This is an optimization exercise on Yosys and OpenROAD, whose aim is small area and a short achievable clock period, not a production implementation.
No run shown here included a check of the RTL's function; only the layout flow was run.

==> flow/design.v (outline; a module is shown in full before it is edited, if it fits) <==
// module MULTI_32bit: 3766 lines
module MULTI_32bit(clk, rst, A, B, F);
  // ...
==> flow/flow/run.sh <==
#!/bin/bash
# The standard layout, but with port buffers of a plain buffer cell
# (buffer_ports otherwise picks a delay cell, clkdlybuf4s50_1).
set -euo pipefail
export BUFFER_PORTS_ARGS="-buffer_cell sky130_fd_sc_hd__buf_4"
bash standard.sh > make_finish.log 2>&1
==> flow/standard.sh <==
#!/bin/bash
# synth_recipe.tcl (not shown) runs the flow's synth.tcl, then flattens the netlist and writes it again
# the make line also repeats each setting of config.mk as NAME=value (left out here)
make -C /OpenROAD-flow-scripts/flow DESIGN_CONFIG=/design/flow/config.mk WORK_HOME=/design/flow/orfs CLKGATE_MAP_FILE= SYNTH_SCRIPT=/design/flow/synth_recipe.tcl "${@:-finish}"
==> flow/config.mk <==
export PLATFORM = sky130hd
export DESIGN_NAME = MULTI_32bit
export DESIGN_NICKNAME = MULTI_32bit
export VERILOG_FILES = /design/flow/design.v
export SDC_FILE = /design/flow/constraint.sdc
export NUM_CORES = 4
export LEC_CHECK = 0
export ABC_CLOCK_PERIOD_IN_PS = 2500
export CAP_MARGIN = 20
export CORE_MARGIN = 2
export CORE_UTILIZATION = 40
export SETUP_SLACK_MARGIN = 4.0
export SLEW_MARGIN = 20
==> flow/constraint.sdc <==
create_clock -name core_clock -period 7.0 [get_ports {clk}]
set_input_delay 1.4000 -clock core_clock [delete_from_list [all_inputs] [get_ports {clk}]]
set_output_delay 1.4000 -clock core_clock [all_outputs]
set_load 0.01 [all_outputs]
==> impl_metrics.json, run 1 <==
{
  "post_cts_buffers": 0,
  "ant_nets": 0,
  "cp.depth": 6,
  "grt_util_met1_pct": 28.34,
  "status": "timing/DRC/antenna clean",
  "final_cell_mix": "456 x dfxtp_1, 375 x inv_1, 264 x xnor2_1, 251 x fa_1, 243 x a22oi_1",
  "crit_type": "input port to flop",
  "min_to": "r2_e[7]",
  "grt.overflow.total": 0,
  "grt_pass1_wl_mm": 104.9,
  "sh_seq_area_pct": 32.50,
  "yosysWarningCount": 1,
  "drt-total-wl_mm": 68.36,
  "r2r_start": "r1_c21_6",
  "placed_area_um2": 26300,
  "worst_slack_ps": 4018,
  "synthArstFlopShare_pct": 0,
  "crit_chain": "buf_4 -> ha_1 -> nand2b_1 -> inv_2 -> xnor2_1 -> fa_1",
  "period_minus_slack_ps": 2982,
  "cts-root-buf": "clkbuf_16",
  "drc": 0,
  "die_h_um": 253.7,
  "hold_start": "r1_e[7]",
  "layout_commonest_cell": "dfxtp_1",
  "syn_nets": 2795
}
==> run 2, diff against run 1 <==
--- a/flow/design.v
+++ b/flow/design.v
@@ -705,17 +705,16 @@
   reg r2_g40;
   reg r2_g41;
   reg r2_g42;
   reg r2_g43;
   reg r2_g44;
   reg r2_g45;
   reg r2_g46;
   reg r2_g47;
-  reg r2_p1;
   reg r2_p2;
   reg r2_p3;
   reg r2_p4;
   reg r2_p5;
   reg r2_p6;
   reg r2_p7;
   reg r2_p8;
   reg r2_p9;
@@ -727,16 +726,41 @@
   reg r2_p15;
   reg r2_p16;
   reg r2_p17;
   reg r2_p18;
   reg r2_p19;
   reg r2_p20;
   reg r2_p21;
   reg r2_p22;
+  reg r2_p23;
+  reg r2_p24;
+  reg r2_p25;
+  reg r2_p26;
+  reg r2_p27;
+  reg r2_p28;
+  reg r2_p29;
+  reg r2_p30;
+  reg r2_p31;
+  reg r2_p32;
+  reg r2_p33;
+  reg r2_p34;
+  reg r2_p35;
+  reg r2_p36;
+  reg r2_p37;
+  reg r2_p38;
+  reg r2_p39;
+  reg r2_p40;
+  reg r2_p41;
+  reg r2_p42;
+  reg r2_p43;
+  reg r2_p44;
+  reg r2_p45;
+  reg r2_p46;
+  reg r2_p47;
   always @(posedge clk) begin
     r2_s <= r1_s;
     r2_e <= r1_e;
     r2_h23 <= h964;
     r2_h24 <= h965;
     r2_h25 <= h966;
     r2_h26 <= h967;
     r2_h27 <= h968;
@@ -756,85 +780,109 @@
     r2_h41 <= h982;
     r2_h42 <= h983;
     r2_h43 <= h984;
     r2_h44 <= h985;
     r2_h45 <= h986;
     r2_h46 <= h987;
     r2_h47 <= h988;
     r2_g0 <= g989;
-    r2_g1 <= g990;
-    r2_g2 <= g991;
-    r2_g3 <= g992;
-    r2_g4 <= g993;
-    r2_g5 <= g994;
-    r2_g6 <= g995;
-    r2_g7 <= g996;
-    r2_g8 <= g997;
-    r2_g9 <= g998;
-    r2_g10 <= g999;
-    r2_g11 <= g1000;
-    r2_g12 <= g1001;
-    r2_g13 <= g1002;
-    r2_g14 <= g1003;
-    r2_g15 <= g1004;
-    r2_g16 <= g1005;
-    r2_g17 <= g1006;
-    r2_g18 <= g1007;
-    r2_g19 <= g1008;
-    r2_g20 <= g1009;
-    r2_g21 <= g1010;
-    r2_g22 <= g1011;
-    r2_g23 <= g1012;
-    r2_g24 <= g1013;
-    r2_g25 <= g1014;
-    r2_g26 <= g1015;
-    r2_g27 <= g1016;
-    r2_g28 <= g1017;
-    r2_g29 <= g1018;
-    r2_g30 <= g1019;
-    r2_g31 <= g1020;
-    r2_g32 <= g1021;
-    r2_g33 <= g1022;
-    r2_g34 <= g1023;
-    r2_g35 <= g1024;
-    r2_g36 <= g1025;
-    r2_g37 <= g1026;
-    r2_g38 <= g1027;
-    r2_g39 <= g1028;
-    r2_g40 <= g1029;
-    r2_g41 <= g1030;
-    r2_g42 <= g1031;
-    r2_g43 <= g1032;
-    r2_g44 <= g1033;
-    r2_g45 <= g1034;
-    r2_g46 <= g1035;
-    r2_g47 <= g1036;
-    r2_p1 <= h942;
-    r2_p2 <= h943;
-    r2_p3 <= h944;
-    r2_p4 <= h945;
-    r2_p5 <= h946;
-    r2_p6 <= h947;
-    r2_p7 <= h948;
-    r2_p8 <= h949;
-    r2_p9 <= h950;
-    r2_p10 <= h951;
-    r2_p11 <= h952;
-    r2_p12 <= h953;
-    r2_p13 <= h954;
-    r2_p14 <= h955;
-    r2_p15 <= h956;
-    r2_p16 <= h957;
-    r2_p17 <= h958;
-    r2_p18 <= h959;
-    r2_p19 <= h960;
-    r2_p20 <= h961;
-    r2_p21 <= h962;
-    r2_p22 <= h963;
+    r2_g1 <= G1037;
+    r2_g2 <= G1038;
+    r2_g3 <= G1040;
+    r2_g4 <= G1042;
+    r2_g5 <= G1044;
+    r2_g6 <= G1046;
+    r2_g7 <= G1048;
+    r2_g8 <= G1050;
+    r2_g9 <= G1052;
+    r2_g10 <= G1054;
+    r2_g11 <= G1056;
+    r2_g12 <= G1058;
+    r2_g13 <= G1060;
+    r2_g14 <= G1062;
+    r2_g15 <= G1064;
+    r2_g16 <= G1066;
+    r2_g17 <= G1068;
+    r2_g18 <= G1070;
+    r2_g19 <= G1072;
+    r2_g20 <= G1074;
+    r2_g21 <= G1076;
+    r2_g22 <= G1078;
+    r2_g23 <= G1080;
+    r2_g24 <= G1082;
+    r2_g25 <= G1084;
+    r2_g26 <= G1086;
+    r2_g27 <= G1088;
+    r2_g28 <= G1090;
+    r2_g29 <= G1092;
+    r2_g30 <= G1094;
+    r2_g31 <= G1096;
+    r2_g32 <= G1098;
+    r2_g33 <= G1100;
+    r2_g34 <= G1102;
+    r2_g35 <= G1104;
+    r2_g36 <= G1106;
+    r2_g37 <= G1108;
+    r2_g38 <= G1110;
+    r2_g39 <= G1112;
+    r2_g40 <= G1114;
+    r2_g41 <= G1116;
+    r2_g42 <= G1118;
+    r2_g43 <= G1120;
+    r2_g44 <= G1122;
+    r2_g45 <= G1124;
+    r2_g46 <= G1126;
+    r2_g47 <= G1128;
+    r2_p2 <= P1039;
+    r2_p3 <= P1041;
+    r2_p4 <= P1043;
+    r2_p5 <= P1045;
+    r2_p6 <= P1047;
+    r2_p7 <= P1049;
+    r2_p8 <= P1051;
+    r2_p9 <= P1053;
+    r2_p10 <= P1055;
+    r2_p11 <= P1057;
+    r2_p12 <= P1059;
+    r2_p13 <= P1061;
+    r2_p14 <= P1063;
+    r2_p15 <= P1065;
+    r2_p16 <= P1067;
+    r2_p17 <= P1069;
+    r2_p18 <= P1071;
+    r2_p19 <= P1073;
+    r2_p20 <= P1075;
+    r2_p21 <= P1077;
+    r2_p22 <= P1079;
+    r2_p23 <= P1081;
+    r2_p24 <= P1083;
+    r2_p25 <= P1085;
+    r2_p26 <= P1087;
+    r2_p27 <= P1089;
+    r2_p28 <= P1091;
+    r2_p29 <= P1093;
+    r2_p30 <= P1095;
+    r2_p31 <= P1097;
+    r2_p32 <= P1099;
+    r2_p33 <= P1101;
+    r2_p34 <= P1103;
+    r2_p35 <= P1105;
+    r2_p36 <= P1107;
+    r2_p37 <= P1109;
+    r2_p38 <= P1111;
+    r2_p39 <= P1113;
+    r2_p40 <= P1115;
+    r2_p41 <= P1117;
+    r2_p42 <= P1119;
+    r2_p43 <= P1121;
+    r2_p44 <= P1123;
+    r2_p45 <= P1125;
+    r2_p46 <= P1127;
+    r2_p47 <= P1129;
   end
   wire one1;
   wire two2;
   wire neg3;
   wire pp4;
   wire pp5;
   wire pp6;
   wire pp7;
@@ -3326,201 +3374,201 @@
   assign g1029 = c924 & s925;
   assign g1030 = c926 & s927;
   assign g1031 = c928 & s929;
   assign g1032 = c930 & s931;
   assign g1033 = c932 & s933;
   assign g1034 = c934 & s935;
   assign g1035 = c936 & s937;
   assign g1036 = c938 & s939;
-  assign G1037 = r2_g1 | (r2_p1 & r2_g0);
-  assign G1038 = r2_g2 | (r2_p2 & r2_g1);
-  assign P1039 = r2_p2 & r2_p1;
-  assign G1040 = r2_g3 | (r2_p3 & r2_g2);
-  assign P1041 = r2_p3 & r2_p2;
-  assign G1042 = r2_g4 | (r2_p4 & r2_g3);
-  assign P1043 = r2_p4 & r2_p3;
-  assign G1044 = r2_g5 | (r2_p5 & r2_g4);
-  assign P1045 = r2_p5 & r2_p4;
-  assign G1046 = r2_g6 | (r2_p6 & r2_g5);
-  assign P1047 = r2_p6 & r2_p5;
-  assign G1048 = r2_g7 | (r2_p7 & r2_g6);
-  assign P1049 = r2_p7 & r2_p6;
-  assign G1050 = r2_g8 | (r2_p8 & r2_g7);
-  assign P1051 = r2_p8 & r2_p7;
-  assign G1052 = r2_g9 | (r2_p9 & r2_g8);
-  assign P1053 = r2_p9 & r2_p8;
-  assign G1054 = r2_g10 | (r2_p10 & r2_g9);
-  assign P1055 = r2_p10 & r2_p9;
-  assign G1056 = r2_g11 | (r2_p11 & r2_g10);
-  assign P1057 = r2_p11 & r2_p10;
-  assign G1058 = r2_g12 | (r2_p12 & r2_g11);
-  assign P1059 = r2_p12 & r2_p11;
-  assign G1060 = r2_g13 | (r2_p13 & r2_g12);
-  assign P1061 = r2_p13 & r2_p12;
-  assign G1062 = r2_g14 | (r2_p14 & r2_g13);
-  assign P1063 = r2_p14 & r2_p13;
-  assign G1064 = r2_g15 | (r2_p15 & r2_g14);
-  assign P1065 = r2_p15 & r2_p14;
-  assign G1066 = r2_g16 | (r2_p16 & r2_g15);
-  assign P1067 = r2_p16 & r2_p15;
-  assign G1068 = r2_g17 | (r2_p17 & r2_g16);
-  assign P1069 = r2_p17 & r2_p16;
-  assign G1070 = r2_g18 | (r2_p18 & r2_g17);
-  assign P1071 = r2_p18 & r2_p17;
-  assign G1072 = r2_g19 | (r2_p19 & r2_g18);
-  assign P1073 = r2_p19 & r2_p18;
-  assign G1074 = r2_g20 | (r2_p20 & r2_g19);
-  assign P1075 = r2_p20 & r2_p19;
-  assign G1076 = r2_g21 | (r2_p21 & r2_g20);
-  assign P1077 = r2_p21 & r2_p20;
-  assign G1078 = r2_g22 | (r2_p22 & r2_g21);
-  assign P1079 = r2_p22 & r2_p21;
-  assign G1080 = r2_g23 | (r2_h23 & r2_g22);
-  assign P1081 = r2_h23 & r2_p22;
-  assign G1082 = r2_g24 | (r2_h24 & r2_g23);
-  assign P1083 = r2_h24 & r2_h23;
-  assign G1084 = r2_g25 | (r2_h25 & r2_g24);
-  assign P1085 = r2_h25 & r2_h24;
-  assign G1086 = r2_g26 | (r2_h26 & r2_g25);
-  assign P1087 = r2_h26 & r2_h25;
-  assign G1088 = r2_g27 | (r2_h27 & r2_g26);
-  assign P1089 = r2_h27 & r2_h26;
-  assign G1090 = r2_g28 | (r2_h28 & r2_g27);
-  assign P1091 = r2_h28 & r2_h27;
-  assign G1092 = r2_g29 | (r2_h29 & r2_g28);
-  assign P1093 = r2_h29 & r2_h28;
-  assign G1094 = r2_g30 | (r2_h30 & r2_g29);
-  assign P1095 = r2_h30 & r2_h29;
-  assign G1096 = r2_g31 | (r2_h31 & r2_g30);
-  assign P1097 = r2_h31 & r2_h30;
-  assign G1098 = r2_g32 | (r2_h32 & r2_g31);
-  assign P1099 = r2_h32 & r2_h31;
-  assign G1100 = r2_g33 | (r2_h33 & r2_g32);
-  assign P1101 = r2_h33 & r2_h32;
-  assign G1102 = r2_g34 | (r2_h34 & r2_g33);
-  assign P1103 = r2_h34 & r2_h33;
-  assign G1104 = r2_g35 | (r2_h35 & r2_g34);
-  assign P1105 = r2_h35 & r2_h34;
-  assign G1106 = r2_g36 | (r2_h36 & r2_g35);
-  assign P1107 = r2_h36 & r2_h35;
-  assign G1108 = r2_g37 | (r2_h37 & r2_g36);
-  assign P1109 = r2_h37 & r2_h36;
-  assign G1110 = r2_g38 | (r2_h38 & r2_g37);
-  assign P1111 = r2_h38 & r2_h37;
-  assign G1112 = r2_g39 | (r2_h39 & r2_g38);
-  assign P1113 = r2_h39 & r2_h38;
-  assign G1114 = r2_g40 | (r2_h40 & r2_g39);
-  assign P1115 = r2_h40 & r2_h39;
-  assign G1116 = r2_g41 | (r2_h41 & r2_g40);
-  assign P1117 = r2_h41 & r2_h40;
-  assign G1118 = r2_g42 | (r2_h42 & r2_g41);
-  assign P1119 = r2_h42 & r2_h41;
-  assign G1120 = r2_g43 | (r2_h43 & r2_g42);
-  assign P1121 = r2_h43 & r2_h42;
-  assign G1122 = r2_g44 | (r2_h44 & r2_g43);
-  assign P1123 = r2_h44 & r2_h43;
-  assign G1124 = r2_g45 | (r2_h45 & r2_g44);
-  assign P1125 = r2_h45 & r2_h44;
-  assign G1126 = r2_g46 | (r2_h46 & r2_g45);
-  assign P1127 = r2_h46 & r2_h45;
-  assign G1128 = r2_g47 | (r2_h47 & r2_g46);
-  assign P1129 = r2_h47 & r2_h46;
-  assign G1130 = G1038 | (P1039 & r2_g0);
-  assign G1131 = G1040 | (P1041 & G1037);
-  assign G1132 = G1042 | (P1043 & G1038);
-  assign P1133 = P1043 & P1039;
-  assign G1134 = G1044 | (P1045 & G1040);
-  assign P1135 = P1045 & P1041;
-  assign G1136 = G1046 | (P1047 & G1042);
-  assign P1137 = P1047 & P1043;
-  assign G1138 = G1048 | (P1049 & G1044);
-  assign P1139 = P1049 & P1045;
-  assign G1140 = G1050 | (P1051 & G1046);
-  assign P1141 = P1051 & P1047;
-  assign G1142 = G1052 | (P1053 & G1048);
-  assign P1143 = P1053 & P1049;
-  assign G1144 = G1054 | (P1055 & G1050);
-  assign P1145 = P1055 & P1051;
-  assign G1146 = G1056 | (P1057 & G1052);
-  assign P1147 = P1057 & P1053;
-  assign G1148 = G1058 | (P1059 & G1054);
-  assign P1149 = P1059 & P1055;
-  assign G1150 = G1060 | (P1061 & G1056);
-  assign P1151 = P1061 & P1057;
-  assign G1152 = G1062 | (P1063 & G1058);
-  assign P1153 = P1063 & P1059;
-  assign G1154 = G1064 | (P1065 & G1060);
-  assign P1155 = P1065 & P1061;
-  assign G1156 = G1066 | (P1067 & G1062);
-  assign P1157 = P1067 & P1063;
-  assign G1158 = G1068 | (P1069 & G1064);
-  assign P1159 = P1069 & P1065;
-  assign G1160 = G1070 | (P1071 & G1066);
-  assign P1161 = P1071 & P1067;
-  assign G1162 = G1072 | (P1073 & G1068);
-  assign P1163 = P1073 & P1069;
-  assign G1164 = G1074 | (P1075 & G1070);
-  assign P1165 = P1075 & P1071;
-  assign G1166 = G1076 | (P1077 & G1072);
-  assign P1167 = P1077 & P1073;
-  assign G1168 = G1078 | (P1079 & G1074);
-  assign P1169 = P1079 & P1075;
-  assign G1170 = G1080 | (P1081 & G1076);
-  assign P1171 = P1081 & P1077;
-  assign G1172 = G1082 | (P1083 & G1078);
-  assign P1173 = P1083 & P1079;
-  assign G1174 = G1084 | (P1085 & G1080);
-  assign P1175 = P1085 & P1081;
-  assign G1176 = G1086 | (P1087 & G1082);
-  assign P1177 = P1087 & P1083;
-  assign G1178 = G1088 | (P1089 & G1084);
-  assign P1179 = P1089 & P1085;
-  assign G1180 = G1090 | (P1091 & G1086);
-  assign P1181 = P1091 & P1087;
-  assign G1182 = G1092 | (P1093 & G1088);
-  assign P1183 = P1093 & P1089;
-  assign G1184 = G1094 | (P1095 & G1090);
-  assign P1185 = P1095 & P1091;
-  assign G1186 = G1096 | (P1097 & G1092);
-  assign P1187 = P1097 & P1093;
-  assign G1188 = G1098 | (P1099 & G1094);
-  assign P1189 = P1099 & P1095;
-  assign G1190 = G1100 | (P1101 & G1096);
-  assign P1191 = P1101 & P1097;
-  assign G1192 = G1102 | (P1103 & G1098);
-  assign P1193 = P1103 & P1099;
-  assign G1194 = G1104 | (P1105 & G1100);
-  assign P1195 = P1105 & P1101;
-  assign G1196 = G1106 | (P1107 & G1102);
-  assign P1197 = P1107 & P1103;
-  assign G1198 = G1108 | (P1109 & G1104);
-  assign P1199 = P1109 & P1105;
-  assign G1200 = G1110 | (P1111 & G1106);
-  assign P1201 = P1111 & P1107;
-  assign G1202 = G1112 | (P1113 & G1108);
-  assign P1203 = P1113 & P1109;
-  assign G1204 = G1114 | (P1115 & G1110);
-  assign P1205 = P1115 & P1111;
-  assign G1206 = G1116 | (P1117 & G1112);
-  assign P1207 = P1117 & P1113;
-  assign G1208 = G1118 | (P1119 & G1114);
-  assign P1209 = P1119 & P1115;
-  assign G1210 = G1120 | (P1121 & G1116);
-  assign P1211 = P1121 & P1117;
-  assign G1212 = G1122 | (P1123 & G1118);
-  assign P1213 = P1123 & P1119;
-  assign G1214 = G1124 | (P1125 & G1120);
-  assign P1215 = P1125 & P1121;
-  assign G1216 = G1126 | (P1127 & G1122);
-  assign P1217 = P1127 & P1123;
-  assign G1218 = G1128 | (P1129 & G1124);
-  assign P1219 = P1129 & P1125;
+  assign G1037 = g990 | (h942 & g989);
+  assign G1038 = g991 | (h943 & g990);
+  assign P1039 = h943 & h942;
+  assign G1040 = g992 | (h944 & g991);
+  assign P1041 = h944 & h943;
+  assign G1042 = g993 | (h945 & g992);
+  assign P1043 = h945 & h944;
+  assign G1044 = g994 | (h946 & g993);
+  assign P1045 = h946 & h945;
+  assign G1046 = g995 | (h947 & g994);
+  assign P1047 = h947 & h946;
+  assign G1048 = g996 | (h948 & g995);
+  assign P1049 = h948 & h947;
+  assign G1050 = g997 | (h949 & g996);
+  assign P1051 = h949 & h948;
+  assign G1052 = g998 | (h950 & g997);
+  assign P1053 = h950 & h949;
+  assign G1054 = g999 | (h951 & g998);
+  assign P1055 = h951 & h950;
+  assign G1056 = g1000 | (h952 & g999);
+  assign P1057 = h952 & h951;
+  assign G1058 = g1001 | (h953 & g1000);
+  assign P1059 = h953 & h952;
+  assign G1060 = g1002 | (h954 & g1001);
+  assign P1061 = h954 & h953;
+  assign G1062 = g1003 | (h955 & g1002);
+  assign P1063 = h955 & h954;
+  assign G1064 = g1004 | (h956 & g1003);
+  assign P1065 = h956 & h955;
+  assign G1066 = g1005 | (h957 & g1004);
+  assign P1067 = h957 & h956;
+  assign G1068 = g1006 | (h958 & g1005);
+  assign P1069 = h958 & h957;
+  assign G1070 = g1007 | (h959 & g1006);
+  assign P1071 = h959 & h958;
+  assign G1072 = g1008 | (h960 & g1007);
+  assign P1073 = h960 & h959;
+  assign G1074 = g1009 | (h961 & g1008);
+  assign P1075 = h961 & h960;
+  assign G1076 = g1010 | (h962 & g1009);
+  assign P1077 = h962 & h961;
+  assign G1078 = g1011 | (h963 & g1010);
+  assign P1079 = h963 & h962;
+  assign G1080 = g1012 | (h964 & g1011);
+  assign P1081 = h964 & h963;
+  assign G1082 = g1013 | (h965 & g1012);
+  assign P1083 = h965 & h964;
+  assign G1084 = g1014 | (h966 & g1013);
+  assign P1085 = h966 & h965;
+  assign G1086 = g1015 | (h967 & g1014);
+  assign P1087 = h967 & h966;
+  assign G1088 = g1016 | (h968 & g1015);
+  assign P1089 = h968 & h967;
+  assign G1090 = g1017 | (h969 & g1016);
+  assign P1091 = h969 & h968;
+  assign G1092 = g1018 | (h970 & g1017);
+  assign P1093 = h970 & h969;
+  assign G1094 = g1019 | (h971 & g1018);
+  assign P1095 = h971 & h970;
+  assign G1096 = g1020 | (h972 & g1019);
+  assign P1097 = h972 & h971;
+  assign G1098 = g1021 | (h973 & g1020);
+  assign P1099 = h973 & h972;
+  assign G1100 = g1022 | (h974 & g1021);
+  assign P1101 = h974 & h973;
+  assign G1102 = g1023 | (h975 & g1022);
+  assign P1103 = h975 & h974;
+  assign G1104 = g1024 | (h976 & g1023);
+  assign P1105 = h976 & h975;
+  assign G1106 = g1025 | (h977 & g1024);
+  assign P1107 = h977 & h976;
+  assign G1108 = g1026 | (h978 & g1025);
+  assign P1109 = h978 & h977;
+  assign G1110 = g1027 | (h979 & g1026);
+  assign P1111 = h979 & h978;
+  assign G1112 = g1028 | (h980 & g1027);
+  assign P1113 = h980 & h979;
+  assign G1114 = g1029 | (h981 & g1028);
+  assign P1115 = h981 & h980;
+  assign G1116 = g1030 | (h982 & g1029);
+  assign P1117 = h982 & h981;
+  assign G1118 = g1031 | (h983 & g1030);
+  assign P1119 = h983 & h982;
+  assign G1120 = g1032 | (h984 & g1031);
+  assign P1121 = h984 & h983;
+  assign G1122 = g1033 | (h985 & g1032);
+  assign P1123 = h985 & h984;
+  assign G1124 = g1034 | (h986 & g1033);
+  assign P1125 = h986 & h985;
+  assign G1126 = g1035 | (h987 & g1034);
+  assign P1127 = h987 & h986;
+  assign G1128 = g1036 | (h988 & g1035);
+  assign P1129 = h988 & h987;
+  assign G1130 = r2_g2 | (r2_p2 & r2_g0);
+  assign G1131 = r2_g3 | (r2_p3 & r2_g1);
+  assign G1132 = r2_g4 | (r2_p4 & r2_g2);
+  assign P1133 = r2_p4 & r2_p2;
+  assign G1134 = r2_g5 | (r2_p5 & r2_g3);
+  assign P1135 = r2_p5 & r2_p3;
+  assign G1136 = r2_g6 | (r2_p6 & r2_g4);
+  assign P1137 = r2_p6 & r2_p4;
+  assign G1138 = r2_g7 | (r2_p7 & r2_g5);
+  assign P1139 = r2_p7 & r2_p5;
+  assign G1140 = r2_g8 | (r2_p8 & r2_g6);
+  assign P1141 = r2_p8 & r2_p6;
+  assign G1142 = r2_g9 | (r2_p9 & r2_g7);
+  assign P1143 = r2_p9 & r2_p7;
+  assign G1144 = r2_g10 | (r2_p10 & r2_g8);
+  assign P1145 = r2_p10 & r2_p8;
+  assign G1146 = r2_g11 | (r2_p11 & r2_g9);
+  assign P1147 = r2_p11 & r2_p9;
+  assign G1148 = r2_g12 | (r2_p12 & r2_g10);
+  assign P1149 = r2_p12 & r2_p10;
+  assign G1150 = r2_g13 | (r2_p13 & r2_g11);
+  assign P1151 = r2_p13 & r2_p11;
+  assign G1152 = r2_g14 | (r2_p14 & r2_g12);
+  assign P1153 = r2_p14 & r2_p12;
+  assign G1154 = r2_g15 | (r2_p15 & r2_g13);
+  assign P1155 = r2_p15 & r2_p13;
+  assign G1156 = r2_g16 | (r2_p16 & r2_g14);
+  assign P1157 = r2_p16 & r2_p14;
+  assign G1158 = r2_g17 | (r2_p17 & r2_g15);
+  assign P1159 = r2_p17 & r2_p15;
+  assign G1160 = r2_g18 | (r2_p18 & r2_g16);
+  assign P1161 = r2_p18 & r2_p16;
+  assign G1162 = r2_g19 | (r2_p19 & r2_g17);
+  assign P1163 = r2_p19 & r2_p17;
+  assign G1164 = r2_g20 | (r2_p20 & r2_g18);
+  assign P1165 = r2_p20 & r2_p18;
+  assign G1166 = r2_g21 | (r2_p21 & r2_g19);
+  assign P1167 = r2_p21 & r2_p19;
+  assign G1168 = r2_g22 | (r2_p22 & r2_g20);
+  assign P1169 = r2_p22 & r2_p20;
+  assign G1170 = r2_g23 | (r2_p23 & r2_g21);
+  assign P1171 = r2_p23 & r2_p21;
+  assign G1172 = r2_g24 | (r2_p24 & r2_g22);
+  assign P1173 = r2_p24 & r2_p22;
+  assign G1174 = r2_g25 | (r2_p25 & r2_g23);
+  assign P1175 = r2_p25 & r2_p23;
+  assign G1176 = r2_g26 | (r2_p26 & r2_g24);
+  assign P1177 = r2_p26 & r2_p24;
+  assign G1178 = r2_g27 | (r2_p27 & r2_g25);
+  assign P1179 = r2_p27 & r2_p25;
+  assign G1180 = r2_g28 | (r2_p28 & r2_g26);
+  assign P1181 = r2_p28 & r2_p26;
+  assign G1182 = r2_g29 | (r2_p29 & r2_g27);
+  assign P1183 = r2_p29 & r2_p27;
+  assign G1184 = r2_g30 | (r2_p30 & r2_g28);
+  assign P1185 = r2_p30 & r2_p28;
+  assign G1186 = r2_g31 | (r2_p31 & r2_g29);
+  assign P1187 = r2_p31 & r2_p29;
+  assign G1188 = r2_g32 | (r2_p32 & r2_g30);
+  assign P1189 = r2_p32 & r2_p30;
+  assign G1190 = r2_g33 | (r2_p33 & r2_g31);
+  assign P1191 = r2_p33 & r2_p31;
+  assign G1192 = r2_g34 | (r2_p34 & r2_g32);
+  assign P1193 = r2_p34 & r2_p32;
+  assign G1194 = r2_g35 | (r2_p35 & r2_g33);
+  assign P1195 = r2_p35 & r2_p33;
+  assign G1196 = r2_g36 | (r2_p36 & r2_g34);
+  assign P1197 = r2_p36 & r2_p34;
+  assign G1198 = r2_g37 | (r2_p37 & r2_g35);
+  assign P1199 = r2_p37 & r2_p35;
+  assign G1200 = r2_g38 | (r2_p38 & r2_g36);
+  assign P1201 = r2_p38 & r2_p36;
+  assign G1202 = r2_g39 | (r2_p39 & r2_g37);
+  assign P1203 = r2_p39 & r2_p37;
+  assign G1204 = r2_g40 | (r2_p40 & r2_g38);
+  assign P1205 = r2_p40 & r2_p38;
+  assign G1206 = r2_g41 | (r2_p41 & r2_g39);
+  assign P1207 = r2_p41 & r2_p39;
+  assign G1208 = r2_g42 | (r2_p42 & r2_g40);
+  assign P1209 = r2_p42 & r2_p40;
+  assign G1210 = r2_g43 | (r2_p43 & r2_g41);
+  assign P1211 = r2_p43 & r2_p41;
+  assign G1212 = r2_g44 | (r2_p44 & r2_g42);
+  assign P1213 = r2_p44 & r2_p42;
+  assign G1214 = r2_g45 | (r2_p45 & r2_g43);
+  assign P1215 = r2_p45 & r2_p43;
+  assign G1216 = r2_g46 | (r2_p46 & r2_g44);
+  assign P1217 = r2_p46 & r2_p44;
+  assign G1218 = r2_g47 | (r2_p47 & r2_g45);
+  assign P1219 = r2_p47 & r2_p45;
   assign G1220 = G1132 | (P1133 & r2_g0);
-  assign G1221 = G1134 | (P1135 & G1037);
+  assign G1221 = G1134 | (P1135 & r2_g1);
   assign G1222 = G1136 | (P1137 & G1130);
   assign G1223 = G1138 | (P1139 & G1131);
   assign G1224 = G1140 | (P1141 & G1132);
   assign P1225 = P1141 & P1133;
   assign G1226 = G1142 | (P1143 & G1134);
   assign P1227 = P1143 & P1135;
   assign G1228 = G1144 | (P1145 & G1136);
   assign P1229 = P1145 & P1137;
@@ -3594,17 +3642,17 @@
   assign P1297 = P1213 & P1205;
   assign G1298 = G1214 | (P1215 & G1206);
   assign P1299 = P1215 & P1207;
   assign G1300 = G1216 | (P1217 & G1208);
   assign P1301 = P1217 & P1209;
   assign G1302 = G1218 | (P1219 & G1210);
   assign P1303 = P1219 & P1211;
   assign G1304 = G1224 | (P1225 & r2_g0);
-  assign G1305 = G1226 | (P1227 & G1037);
+  assign G1305 = G1226 | (P1227 & r2_g1);
   assign G1306 = G1228 | (P1229 & G1130);
   assign G1307 = G1230 | (P1231 & G1131);
   assign G1308 = G1232 | (P1233 & G1220);
   assign G1309 = G1234 | (P1235 & G1221);
   assign G1310 = G1236 | (P1237 & G1222);
   assign G1311 = G1238 | (P1239 & G1223);
   assign G1312 = G1240 | (P1241 & G1224);
   assign P1313 = P1241 & P1225;
@@ -3666,17 +3714,17 @@
   assign P1369 = P1297 & P1281;
   assign G1370 = G1298 | (P1299 & G1282);
   assign P1371 = P1299 & P1283;
   assign G1372 = G1300 | (P1301 & G1284);
   assign P1373 = P1301 & P1285;
   assign G1374 = G1302 | (P1303 & G1286);
   assign P1375 = P1303 & P1287;
   assign G1376 = G1312 | (P1313 & r2_g0);
-  assign G1377 = G1314 | (P1315 & G1037);
+  assign G1377 = G1314 | (P1315 & r2_g1);
   assign G1378 = G1316 | (P1317 & G1130);
   assign G1379 = G1318 | (P1319 & G1131);
   assign G1380 = G1320 | (P1321 & G1220);
   assign G1381 = G1322 | (P1323 & G1221);
   assign G1382 = G1324 | (P1325 & G1222);
   assign G1383 = G1326 | (P1327 & G1223);
   assign G1384 = G1328 | (P1329 & G1304);
   assign G1385 = G1330 | (P1331 & G1305);
@@ -3714,17 +3762,17 @@
   assign P1417 = P1369 & P1337;
   assign G1418 = G1370 | (P1371 & G1338);
   assign P1419 = P1371 & P1339;
   assign G1420 = G1372 | (P1373 & G1340);
   assign P1421 = P1373 & P1341;
   assign G1422 = G1374 | (P1375 & G1342);
   assign P1423 = P1375 & P1343;
   assign G1424 = G1392 | (P1393 & r2_g0);
-  assign G1425 = G1394 | (P1395 & G1037);
+  assign G1425 = G1394 | (P1395 & r2_g1);
   assign G1426 = G1396 | (P1397 & G1130);
   assign G1427 = G1398 | (P1399 & G1131);
   assign G1428 = G1400 | (P1401 & G1220);
   assign G1429 = G1402 | (P1403 & G1221);
   assign G1430 = G1404 | (P1405 & G1222);
   assign G1431 = G1406 | (P1407 & G1223);
   assign G1432 = G1408 | (P1409 & G1304);
   assign G1433 = G1410 | (P1411 & G1305);
==> flow/config.mk (replaced) <==
export PLATFORM = sky130hd
export DESIGN_NAME = MULTI_32bit
export DESIGN_NICKNAME = MULTI_32bit
export VERILOG_FILES = /design/flow/design.v
export SDC_FILE = /design/flow/constraint.sdc
export NUM_CORES = 4
export LEC_CHECK = 0
export ABC_CLOCK_PERIOD_IN_PS = 2500
export CAP_MARGIN = 20
export CORE_MARGIN = 2
export CORE_UTILIZATION = 40
export SETUP_SLACK_MARGIN = 4.5
export SLEW_MARGIN = 20
==> run 2 against run 1 <==
Against the previous run: worst setup slack improved by 46 ps; die area rose by 0.62%; synthesized cell count fell by 2.5%; worst hold slack improved by 9.3 ps; core utilization rose by 6.0 points; critical path type is now flop to flop; routed wire length rose by 12%; fmax rose by 1.6%; register-to-register slack barely moved; highest routed layer unchanged; first-iteration DRC count rose by 6.4%.
==> impl_metrics.json, run 2 <==
{
  "placed_area_um2": 27990,
  "final.fill_count": 5353,
  "grt_pass1_vias": 18180,
  "synthArstFlopShare_pct": 0,
  "coreArea_um2": 61830,
  "maxCapViolCount": 0,
  "cts_sinks": 480,
  "crit_family": "adder cells",
  "synth_flop_cell": "dfxtp_1",
  "drc": 0,
  "worst_slew_pin_slew_ps": 990.8,
  "slowest_stage": "fa_2",
  "hpwl_mm": 44.94,
  "port_buffers": 96,
  "hold_viol": 0,
  "worst-path-buf-inv": 2,
  "die_h_um": 254.5,
  "vias": 17130,
  "syn_nets": 2736,
  "skew_ps": 22.63,
  "seq_area_frac_synth_pct": 38.29,
  "finalCritPeriodShare_pct": 41.93,
  "clkTransAtPathRegs_ps": 60,
  "clkLatencyLatePin_ps": 610,
  "ys_ff_latch": 480,
  "grt_pass1_wl_mm": 110.1,
  "routedWlPerCell_um": 23.14,
  "drt_pass1_iterations": 5,
  "yosys-top-cells-count": "480 x dfxtp_1, 372 x inv_1, 268 x xnor2_1",
  "seqCellArea_um2": 9689,
  "synth.distinct_cells": 49,
  "grt_max_degree": 42,
  "end_kind": "flop",
  "cts_buffers": 53,
  "h-tree-depth": 2,
  "hold_buffers": 0,
  "cts-root-buf": "clkbuf_16",
  "rsz0062_at_grt": "yes",
  "fin_area_um2": 31860,
  "synth-edff-count": 0,
  "worstPathArrival_ps": 3400,
  "final_nets": 2856,
  "cpMostUsedCell": "fa_2",
  "place_inst": 3106,
  "finalSetupTns_ps": 0,
  "fmax_mhz": 340.7,
  "yosysTopAreaCellShare_pct": 38.29,
  "syn_inst": 2307,
  "antenna_found_initial": 1,
  "yosysWarningCount": 1,
  "slowest_delay_ps": 560,
  "period_minus_slack_ps": 2935,
  "drive_gt1_share_pct": 34.78,
  "routed_via_density": 5.188,
  "final_cell_mix": "416 x dfxtp_1, 268 x inv_1, 224 x xnor2_1, 171 x a22oi_1, 147 x buf_4",
  "die-area_um2": 64760,
  "row_count": 91,
  "multi_input_area_um2": 15670,
  "status": "timing/DRC/antenna clean",
  "largest_register_ffs": 32,
  "routabilityCongestion": 0.8305,
  "grt.overflow.total": 0,
  "slew_viol_final": 0,
  "ioPinCount": 98,
  "chipWidth_um": 254.5,
  "max_slew_margin_pct": 33.94,
  "layout_commonest_cell": "dfxtp_1",
  "start_util_pct": 40.59,
  "regMostFlops": "F",
  "crit_type": "flop to flop",
  "drt-total-wl_mm": 76.42,
  "avgSynthCellArea_um2": 10.88,
  "yosys.area.top_type": "dfxtp_1",
  "syn-cell-area_um2": 25100,
  "hold_path_class": "flop to flop",
  "crit_chain": "fa_2 -> inv_2 -> fa_2 -> fa_2 -> fa_1 -> inv_1 -> ha_4 -> a21o_1",
  "path_max_fanout": 3,
  "final_cells": 3302,
  "dr.first_iter.drc_count": 1350,
  "cts_tree": "built",
  "crit_required_ps": 7470,
  "ant_nets": 0,
  "area_delta_synth_final_pct": 26.96,
  "synth.most_common_cell": "dfxtp_1",
  "grt_usage_pct": 22.96,
  "start_kind": "flop",
  "netlist_top_cells_area": "dfxtp_1 38%, fa_1 21%, xnor2_1 9.4%",
  "cts_buffer_depth": 3,
  "reg_top3": "F: 32 flops, r1_e: 8 flops, r2_e: 8 flops",
  "setup_viol": 0
}
[run 2: logic make-up after synthesis]
group,after synthesis,synth area share (%)
flops,480,38.29
fa+ha+maj,363,25.79
mux,32,1.381
compound gates,402,11.60
simple gates,184,3.784
xor+xnor,318,11.17
buf+inv,528,7.987
[run 2: cell type report]
class,instances,area share [%]
multi-input cells,1301,49.19
flip-flops and latches,480,30.41
repair buffers,206,6.790
clock buffers,83,5.121
inverters,382,4.862
well taps,837,3.287
clock inverters,9,0.2513
repair inverters,3,0.08247
diodes,1,0.007854
[run 2: per-layer routing]
metal / track usage [%] / share of wire, % / wire length (µm) / vias up
met4: 7.966 / 2.8 / 2157 / 0
met2: 37.65 / 47 / 36040 / 668
li1: - / - / - / 7609
met1: 30.24 / 43 / 32590 / 8704
met3: 4.552 / 7.4 / 5625 / 151
met5: 0.4511 / 0 / 0 / -
[run 2: per-stage QoR]
stage	util, %	setup slack [ps]	hold WS (ps)
6_report	51.53	4065	325.8
4_1_cts	49.83	4078	327.7
5_1_grt	51.53	4017	331.8
3_3_place_gp	45.23	3252	310.7
2_1_floorplan	-	4108	309.6
3_5_place_dp	45.28	3236	314.7
[run 2: worst paths after layout]
check                start  slack [ps]      to  depth (start not counted)
setup / recovery  r1_c18_8        4060  r2_g20                          8
hold / removal        r1_s         330    r2_s                          0
setup reg to reg  r1_c18_8        4060  r2_g20                          8
hold reg to reg       r1_s         330    r2_s                          0
[run 2: timing repair]
item	CTS	global route
setup endpoints to repair	201	145
pin swaps	90	89
cloned	9	8
hold endpoints to repair	0	0
resized for setup	222	130
buffers inserted	31	55

-- re-timing with driven ports --
No port has a modelled driver above. Below, the same layouts with a new extraction and two added sets of constraints. Step 1 sets driving cells, clkbuf_16 on the clock port and buf_2 on the other inputs (assumed; they add their load-dependent delay and slew). Step 2 also shifts input and output timing later by t, the mid clock arrival at the registers, as if the neighbouring blocks saw the same clock. Slacks: ideal / step 1 / step 2; pairs: ideal / step 1.
| run | t, ns | slack for setup (ns) | worst hold slack (ns) | worst slew at a driven data input, ns |
|---|---|---|---|---|
| run 1 | 0.655 | 4.018 / 4.050 / 3.397 | 0.316 / 0.316 / 0.316 | 0.10 |
| run 2 | 0.657 | 4.065 / 4.065 / 3.796 | 0.326 / 0.326 / 0.326 | 0.15 |
After both steps every run listed still meets setup and hold. The setup slack of run 1, which loses most, moves by +0.032 ns with the drivers and by -0.621 ns with both steps.
